From an optimization exercise on the open Yosys and OpenROAD flow, aimed at small area; shortcuts taken in it are not production practice.
Where RTL was checked, it was by simulation tests only, not by an equivalence proof against the original.
No driver is modelled on the clock port, so clocking that relies on it looks cheaper here than on a real chip.
No activity file was given, so power comes from the tool's default toggle rates.

## firFilter
module firFilter(dataOut1,r_out,dataIn1,rIn1, clk, rst, enable);
For scale: roughly 0.0049 mm² of cells after synthesis.
make LEC_CHECK=0 CAP_MARGIN=20 CORE_MARGIN=2 CORE_UTILIZATION=40 SLEW_MARGIN=20 finish   # period 4.0 ns
run.sh (not shown) runs the stock make flow with config.mk's settings and CLKGATE_MAP_FILE= SYNTH_SCRIPT=/design/flow/synth_recipe.tcl, a recipe that flattens the netlist after the stock synthesis.
The starting point finished clean.
==> next run, changes <==
ABC_AREA = 1   (was unset)
After rerunning:
- clock-buffer cell count goes up by 1
- register-to-register slack is better by 390 ps
- wire length goes up by 11%
- clock power goes up by 13%
- sequential power hardly moves
- critical path depth goes up by 1
- die area goes up by 6.9%
- fmax goes up by 15%
No run of this note included a check of the RTL's function; only the layout flow was run.

========
firFilter, a different RTL version from the one above (not shown whole).
Size in the first run: about 3800 um2 of cells after synthesis.
Settings: LEC_CHECK=0, CAP_MARGIN=5, CORE_MARGIN=2, CORE_UTILIZATION=40, SLEW_MARGIN=5, SYNTH_HIERARCHICAL=1, SYNTH_MINIMUM_KEEP_SIZE=0; clock period 4.0 ns.
standard.sh (not shown) runs the stock make flow with config.mk's settings and CLKGATE_MAP_FILE= SYNTH_SCRIPT=/design/flow/synth_recipe.tcl, a recipe that flattens the netlist after the stock synthesis.
==> flow/flow/run.sh <==
#!/bin/bash
# The standard layout, with two changes: the smallest buffer (buf_1) on
# every input and output port, and no dummy loads in the clock tree.
set -euo pipefail
export BUFFER_PORTS_ARGS="-buffer_cell sky130_fd_sc_hd__buf_1"
export CTS_ARGS="-sink_clustering_enable -repair_clock_nets -dont_use_dummy_load"
bash standard.sh finish > standard_finish.log 2>&1
Next try:
--- a/flow/flow/run.sh
+++ b/flow/flow/run.sh
@@ -2,2 +2,3 @@
-# The standard layout, with two changes: the smallest buffer (buf_1) on
-# every input and output port, and no dummy loads in the clock tree.
+# The standard layout, with three changes: the smallest buffer (buf_1) on
+# every input and output port, no dummy loads in the clock tree, and the clock
+# tree's leaf buffers downsized where the flip-flop clock-pin slew allows.
@@ -6,0 +8 @@
+export POST_CTS_TCL="$(pwd)/flow/downsize_clk.tcl"
==> flow/flow/downsize_clk.tcl (new file) <==
estimate_parasitics -placement
proc clk_pin_slew_max {} {
  set worst 0.0
  foreach p [get_pins -hierarchical */CLK] {
    foreach prop {slew_max_rise slew_max_fall} {
      set s [get_property $p $prop]
      if {$s > $worst} { set worst $s }
    }
  }
  return $worst
}
set slew_limit 0.112
set setup0 [sta::worst_slack_cmd max]
set hold0 [sta::worst_slack_cmd min]
puts "clock downsizing: start slew [clk_pin_slew_max] setup $setup0 hold $hold0"
set sizes {sky130_fd_sc_hd__clkbuf_1 sky130_fd_sc_hd__clkbuf_2 sky130_fd_sc_hd__clkbuf_4 sky130_fd_sc_hd__clkbuf_8 sky130_fd_sc_hd__clkbuf_16}
foreach inst [get_cells clkbuf_*_f_clk] {
  set name [get_full_name $inst]
  set orig [get_property $inst ref_name]
  set idx [lsearch $sizes $orig]
  if {$idx < 0} { continue }
  set best $orig
  for {set i [expr {$idx - 1}]} {$i >= 0} {incr i -1} {
    set cand [lindex $sizes $i]
    replace_cell $inst $cand
    estimate_parasitics -placement
    set sl [clk_pin_slew_max]
    set su [sta::worst_slack_cmd max]
    set ho [sta::worst_slack_cmd min]
    puts "clock downsizing: try $name $cand slew $sl setup $su hold $ho"
    if {$sl <= $slew_limit && $su >= -20e-12 && $ho >= 50e-12} {
      set best $cand
    } else {
      break
    }
  }
  replace_cell $inst $best
  estimate_parasitics -placement
  puts "clock downsizing: $name $orig -> $best"
}
puts "clock downsizing: end slew [clk_pin_slew_max] setup [sta::worst_slack_cmd max] hold [sta::worst_slack_cmd min]"
detailed_placement
check_placement
CAP_MARGIN = 20   (was 5)
SLEW_MARGIN = 20   (was 5)
Total power shrinks by 2.1%; final cell count is unchanged; worst setup slack gets better by 34 ps; wire length is lower by 0.39%; cell area drops by 0.53%; first-iteration DRC count is lower by 4.3%; hold slack gets better by 4.7 ps.
Next try:
==> flow/flow/run.sh (replaced) <==
#!/bin/bash
# The standard layout, with four changes: the smallest buffer (buf_1) on
# every input and output port, no dummy loads in the clock tree, the clock
# tree's leaf buffers downsized where the flip-flop clock-pin slew allows, and
# setup repair limited to resizing and pin swaps (no new buffers).
set -euo pipefail
export BUFFER_PORTS_ARGS="-buffer_cell sky130_fd_sc_hd__buf_1"
export CTS_ARGS="-sink_clustering_enable -repair_clock_nets -dont_use_dummy_load"
export POST_CTS_TCL="$(pwd)/flow/downsize_clk.tcl"
export SETUP_MOVE_SEQUENCE="unbuffer,sizeup,swap"
bash standard.sh finish > standard_finish.log 2>&1
PLACE_DENSITY = 0.75   (was not set)
- final area came out lower by 0.82%
- hold slack gets worse by 3.3 ps
- routed wire length came out lower by 5.7%

========
firFilter again, from the RTL that the note above started with.
==> flow/design.v (excerpt) <==
module firFilter(dataOut1,r_out,dataIn1,rIn1, clk, rst, enable);
export LEC_CHECK = 0
export CAP_MARGIN = 20
export CORE_MARGIN = 2
export CORE_UTILIZATION = 40
export PLACE_DENSITY = 0.45
export SLEW_MARGIN = 20
export SYNTH_HIERARCHICAL = 1
export SYNTH_MINIMUM_KEEP_SIZE = 0
create_clock -name core_clock -period 4.0 [get_ports {clk}]
==> flow/flow/run.sh <==
#!/bin/bash
# The standard layout, with three changes: the smallest buffer (buf_1) on
# every input and output port, no dummy loads in the clock tree, and the clock
# tree's leaf buffers downsized where the flip-flop clock-pin slew allows.
set -euo pipefail
export BUFFER_PORTS_ARGS="-buffer_cell sky130_fd_sc_hd__buf_1"
export CTS_ARGS="-sink_clustering_enable -repair_clock_nets -dont_use_dummy_load"
export POST_CTS_TCL="$(pwd)/flow/downsize_clk.tcl"
bash standard.sh finish > standard_finish.log 2>&1
==> flow/flow/downsize_clk.tcl <==
estimate_parasitics -placement
proc clk_pin_slew_max {} {
  set worst 0.0
  foreach p [get_pins -hierarchical */CLK] {
    foreach prop {slew_max_rise slew_max_fall} {
      set s [get_property $p $prop]
      if {$s > $worst} { set worst $s }
    }
  }
  return $worst
}
set slew_limit 0.112
set setup0 [sta::worst_slack_cmd max]
set hold0 [sta::worst_slack_cmd min]
puts "clock downsizing: start slew [clk_pin_slew_max] setup $setup0 hold $hold0"
set sizes {sky130_fd_sc_hd__clkbuf_1 sky130_fd_sc_hd__clkbuf_2 sky130_fd_sc_hd__clkbuf_4 sky130_fd_sc_hd__clkbuf_8 sky130_fd_sc_hd__clkbuf_16}
foreach inst [get_cells clkbuf_*_f_clk] {
  set name [get_full_name $inst]
  set orig [get_property $inst ref_name]
  set idx [lsearch $sizes $orig]
  if {$idx < 0} { continue }
  set best $orig
  for {set i [expr {$idx - 1}]} {$i >= 0} {incr i -1} {
    set cand [lindex $sizes $i]
    replace_cell $inst $cand
    estimate_parasitics -placement
    set sl [clk_pin_slew_max]
    set su [sta::worst_slack_cmd max]
    set ho [sta::worst_slack_cmd min]
    puts "clock downsizing: try $name $cand slew $sl setup $su hold $ho"
    if {$sl <= $slew_limit && $su >= -20e-12 && $ho >= 50e-12} {
      set best $cand
    } else {
      break
    }
  }
  replace_cell $inst $best
  estimate_parasitics -placement
  puts "clock downsizing: $name $orig -> $best"
}
puts "clock downsizing: end slew [clk_pin_slew_max] setup [sta::worst_slack_cmd max] hold [sta::worst_slack_cmd min]"
detailed_placement
check_placement
The first run finished with timing, DRC and antenna clean.
Then changed:
- PLACE_DENSITY: 0.45 -> not set
Final area is about the same. Final cell count does not change. Routed wire length falls by a little under a tenth. Core utilization hardly moves. Area after synthesis does not change. Die area stays the same. First-iteration DRC count falls by well over a third. Power falls slightly. Sequential share of layout area barely changes. Worst setup slack is better by 21 ps.

========
Starting RTL as in the previous note.
==> flow/config.mk <==
export PLATFORM = sky130hd
export DESIGN_NAME = firFilter
export DESIGN_NICKNAME = firFilter
export VERILOG_FILES = /design/flow/design.v
export SDC_FILE = /design/flow/constraint.sdc
export NUM_CORES = 4
export LEC_CHECK = 0
export CAP_MARGIN = 20
export CORE_MARGIN = 2
export CORE_UTILIZATION = 40
export PLACE_DENSITY = 0.9
export SLEW_MARGIN = 20
export SYNTH_HIERARCHICAL = 1
export SYNTH_MINIMUM_KEEP_SIZE = 0
==> flow/constraint.sdc <==
create_clock -name core_clock -period 4.0 [get_ports {clk}]
set_input_delay 0.8000 -clock core_clock [delete_from_list [all_inputs] [get_ports {clk}]]
set_output_delay 0.8000 -clock core_clock [all_outputs]
set_load 0.01 [all_outputs]
Scripts as last shown in full above: flow/flow/run.sh, flow/flow/downsize_clk.tcl
Edit:
--- a/flow/flow/run.sh
+++ b/flow/flow/run.sh
@@ -8,2 +8,3 @@
 export POST_CTS_TCL="$(pwd)/flow/downsize_clk.tcl"
+export SETUP_MOVE_SEQUENCE="unbuffer,sizeup,swap"
 bash standard.sh finish > standard_finish.log 2>&1
--- a/flow/config.mk
+++ b/flow/config.mk
@@ -10,3 +10,3 @@
 export CORE_UTILIZATION = 40
-export PLACE_DENSITY = 0.9
+export PLACE_DENSITY = 0.75
 export SLEW_MARGIN = 20
Result: Wire length came out lower by about 8%; clock skew came out higher by 0.0048 ns; cell area came out lower by 0.80%; die area does not change; via count came out lower by 0.78%.

========
The RTL this note starts from:
==> flow/design.v <==
module FA (
  input a,
  input b,
  input ci,
  output s,
  output co
);
  assign s = a ^ b ^ ci;
  assign co = (a & b) | (a & ci) | (b & ci);
endmodule
module HA (
  input a,
  input b,
  output s,
  output co
);
  assign s = a ^ b;
  assign co = a & b;
endmodule
module firFilter(dataOut1,r_out,dataIn1,rIn1, clk, rst, enable);
input clk,rst,enable;
output [16-1:0]dataOut1;
output r_out;
input [16-1:0]dataIn1;
input rIn1;
localparam L = 9;
reg mR;                      
reg [2:0] n;                 
reg [15:0] x, a1, o;         
reg [15:2] a2;               
wire [1:0] a2l = {d[1] ^ d[0], d[0]};
reg [13:0] d;                
reg c2, c1, co;              
always @(posedge clk) begin
  if (rst) begin
    mR <= 1'b0;
    n  <= 3'd0;
  end else if (enable) begin
    mR <= rIn1;
    n  <= {mR & n[1] & ~n[0], mR & (n[1] | n[0]), mR & ~n[1]};
  end
end
wire [15:0] s3;              
wire [15:0] k3;              
wire [15:2] a2n;
wire [15:0] a2c;             
genvar i;
generate
  for (i = 2; i <= 14; i = i + 1) begin : csa
    FA u (.a(d[i-2]), .b(x[i-1]), .ci(x[i]), .s(s3[i]), .co(k3[i+1]));
  end
endgenerate
assign s3[15] = d[13] ^ x[14] ^ x[15];
assign a2c[1] = x[1] & x[0];
HA a2h2 (.a(s3[2]), .b(a2c[1]), .s(a2n[2]), .co(a2c[2]));
generate
  for (i = 3; i < L; i = i + 1) begin : a2lo
    FA u (.a(s3[i]), .b(k3[i]), .ci(a2c[i-1]), .s(a2n[i]), .co(a2c[i]));
  end
endgenerate
HA a2hL (.a(s3[L]), .b(k3[L]), .s(a2n[L]), .co(a2c[L]));
generate
  for (i = L + 1; i <= 14; i = i + 1) begin : a2hi
    FA u (.a(s3[i]), .b(k3[i]), .ci(a2c[i-1]), .s(a2n[i]), .co(a2c[i]));
  end
endgenerate
assign a2n[15] = s3[15] ^ k3[15] ^ a2c[14];
wire [15:0] a1n;
wire [15:0] a1c;
assign a1n[0] = a2l[0];
HA a1h1 (.a(a2l[1]), .b(x[0]), .s(a1n[1]), .co(a1c[1]));
generate
  for (i = 2; i < L; i = i + 1) begin : a1lo
    FA u (.a(a2[i]), .b(x[i-1]), .ci(a1c[i-1]), .s(a1n[i]), .co(a1c[i]));
  end
endgenerate
FA a1fL (.a(a2[L]), .b(x[L-1]), .ci(c2), .s(a1n[L]), .co(a1c[L]));
generate
  for (i = L + 1; i <= 14; i = i + 1) begin : a1hi
    FA u (.a(a2[i]), .b(x[i-1]), .ci(a1c[i-1]), .s(a1n[i]), .co(a1c[i]));
  end
endgenerate
assign a1n[15] = a2[15] ^ x[14] ^ a1c[14];
wire [15:0] on;
wire [15:0] oc;
HA oh0 (.a(a1[0]), .b(x[0]), .s(on[0]), .co(oc[0]));
generate
  for (i = 1; i < L; i = i + 1) begin : olo
    FA u (.a(a1[i]), .b(x[i]), .ci(oc[i-1]), .s(on[i]), .co(oc[i]));
  end
endgenerate
FA ofL (.a(a1[L]), .b(x[L]), .ci(c1), .s(on[L]), .co(oc[L]));
generate
  for (i = L + 1; i <= 14; i = i + 1) begin : ohi
    FA u (.a(a1[i]), .b(x[i]), .ci(oc[i-1]), .s(on[i]), .co(oc[i]));
  end
endgenerate
assign on[15] = a1[15] ^ x[15] ^ oc[14];
always @(posedge clk) begin
  if (enable) begin
    x  <= dataIn1;
    d  <= x[13:0];
    a2 <= a2n;
    c2 <= a2c[L-1];
    a1 <= a1n;
    c1 <= a1c[L-1];
    o  <= on;
    co <= oc[L-1];
  end
end
wire [15:0] inc;             
assign inc[L] = co;
generate
  for (i = L; i <= 14; i = i + 1) begin : oinc
    HA u (.a(o[i]), .b(inc[i]), .s(dataOut1[i]), .co(inc[i+1]));
  end
endgenerate
assign dataOut1[15] = o[15] ^ inc[15];
assign dataOut1[L-1:0] = o[L-1:0];
assign r_out = n[2];
endmodule
clock: 4.0 ns
lec_check: 0
cap_margin: 20
core_margin: 2
core_utilization: 60
place_density: 0.75
slew_margin: 20
synth_hierarchical: 1
synth_minimum_keep_size: 0
==> flow/flow/run.sh <==
#!/bin/bash
# The standard layout, with three changes: the smallest buffer (buf_1) on
# every input and output port, no dummy loads in the clock tree, and the clock
# tree's leaf buffers downsized where the flip-flop clock-pin slew allows.
set -euo pipefail
export BUFFER_PORTS_ARGS="-buffer_cell sky130_fd_sc_hd__buf_1"
export CTS_ARGS="-sink_clustering_enable -repair_clock_nets -dont_use_dummy_load"
export POST_CTS_TCL="$(pwd)/flow/downsize_clk.tcl"
bash standard.sh finish > standard_finish.log 2>&1
Scripts as last shown in full above: flow/flow/downsize_clk.tcl
Next try:
CORE_UTILIZATION = 40   (was 60)
- synthesized area stays the same
- setup slack degrades by 33 ps
- sequential share of layout area falls by 0.85 points
- via count is lower by about 0.64%
- combinational power came out lower by about 4.4%
- non-clock buffer count stays the same
- final cell count goes up by about 18%
- total power goes down by 0.80%
- die area rose by about 50%
- first-iteration DRC count came out higher by 44%
Next try:
--- a/flow/flow/run.sh
+++ b/flow/flow/run.sh
@@ -7,3 +7,4 @@
 export CTS_ARGS="-sink_clustering_enable -repair_clock_nets -dont_use_dummy_load"
 export POST_CTS_TCL="$(pwd)/flow/downsize_clk.tcl"
+export RECOVER_POWER=100
 bash standard.sh finish > standard_finish.log 2>&1
What happened: With this change the flow finished but fails on max-capacitance violations, max-slew violations; setup slack barely changes; non-clock buffer count stays the same; die area does not change; critical path depth does not change; via count decreases by about 0.5%.
Next try:
--- a/flow/flow/run.sh
+++ b/flow/flow/run.sh
@@ -7,4 +7,5 @@
 export CTS_ARGS="-sink_clustering_enable -repair_clock_nets -dont_use_dummy_load"
 export POST_CTS_TCL="$(pwd)/flow/downsize_clk.tcl"
-export RECOVER_POWER=100
+export SETUP_MOVE_SEQUENCE="unbuffer,sizeup,swap"
+export GPL_KEEP_OVERFLOW=0
 bash standard.sh finish > standard_finish.log 2>&1
Outcome:
- The changed run completed with no timing, DRC or antenna violations
- fmax is about the same
- worst hold slack gets better by 12 ps
- power goes up slightly
- sequential power stays flat
- wire length grows by a few percent
- die area does not change
- final area hardly moves
- global-route usage goes up by 0.60 points
- final cell count shrinks slightly
- area after synthesis stays the same
- utilization is higher by 0.13 points
Next try:
==> flow/flow/run.sh (replaced) <==
#!/bin/bash
# The standard layout, with two changes: the smallest buffer (buf_1) on
# every input and output port, and no dummy loads in the clock tree.
set -euo pipefail
export BUFFER_PORTS_ARGS="-buffer_cell sky130_fd_sc_hd__buf_1"
export CTS_ARGS="-sink_clustering_enable -repair_clock_nets -dont_use_dummy_load"
bash standard.sh finish > standard_finish.log 2>&1
CAP_MARGIN = 0   (was 20)
PLACE_DENSITY = unset   (was 0.75)
SLEW_MARGIN = 0   (was 20)
removed: flow/flow/downsize_clk.tcl
Outcome:
- worst setup slack gets better by 9.8 ps
- core utilization rises by 0.51 points
- clock-buffer cell count is unchanged
- combinational power hardly moves
- via count rises by 0.72%
- hold slack gets worse by 14 ps
- maximum frequency hardly moves
- area after synthesis does not change
- clock skew falls by 6.2 ps
- first-iteration DRC count rises by 12%

static timing again, ports no longer ideal:
The flow's constraints put no driver on any port. The routed layouts listed below were extracted and timed again, unchanged, in two steps. Step 1 sets driving cells, clkbuf_16 on the clock port and buf_2 on the other inputs (assumed; they add their load-dependent delay and slew). Step 2 adds t to the input delays and takes it off the output delays; t is the mean of the earliest and latest rising clock arrival at the registers after step 1. Input paths then give back, and output paths get back, about the clock's delay inside the block. Slacks: ideal / step 1 / step 2; pairs: ideal / step 1.
run	t, ns	setup slack, ns	hold WS [ns]	cell pins on the clock port's net
the first run of note 1	0.370	1.019 / 1.019 / 1.019	0.479 / 0.479 / 0.479	1
the second run of note 1	0.375	1.411 / 1.411 / 1.411	0.467 / 0.467 / 0.467	1
the first run of note 2	0.357	0.103 / 0.103 / 0.103	0.484 / 0.484 / 0.484	1
the second run of note 2	0.361	0.138 / 0.138 / 0.138	0.489 / 0.489 / 0.489	1
the third run of note 2	0.363	0.132 / 0.132 / 0.132	0.485 / 0.485 / 0.485	1
the first run of note 3	0.358	0.116 / 0.116 / 0.116	0.487 / 0.487 / 0.487	1
the second run of note 3	0.361	0.138 / 0.138 / 0.138	0.489 / 0.489 / 0.489	1
the first run of note 4	0.352	0.111 / 0.111 / 0.111	0.485 / 0.485 / 0.485	1
the second run of note 4	0.363	0.132 / 0.132 / 0.132	0.485 / 0.485 / 0.485	1
the first run of note 5	0.363	0.137 / 0.137 / 0.137	0.509 / 0.509 / 0.509	1
the second run of note 5	0.365	0.104 / 0.104 / 0.104	0.486 / 0.486 / 0.486	1
the third run of note 5	0.363	0.103 / 0.103 / 0.103	0.486 / 0.486 / 0.486	1
the fourth run of note 5	0.361	0.093 / 0.093 / 0.093	0.498 / 0.498 / 0.498	1
the fifth run of note 5	0.357	0.103 / 0.103 / 0.103	0.484 / 0.484 / 0.484	1
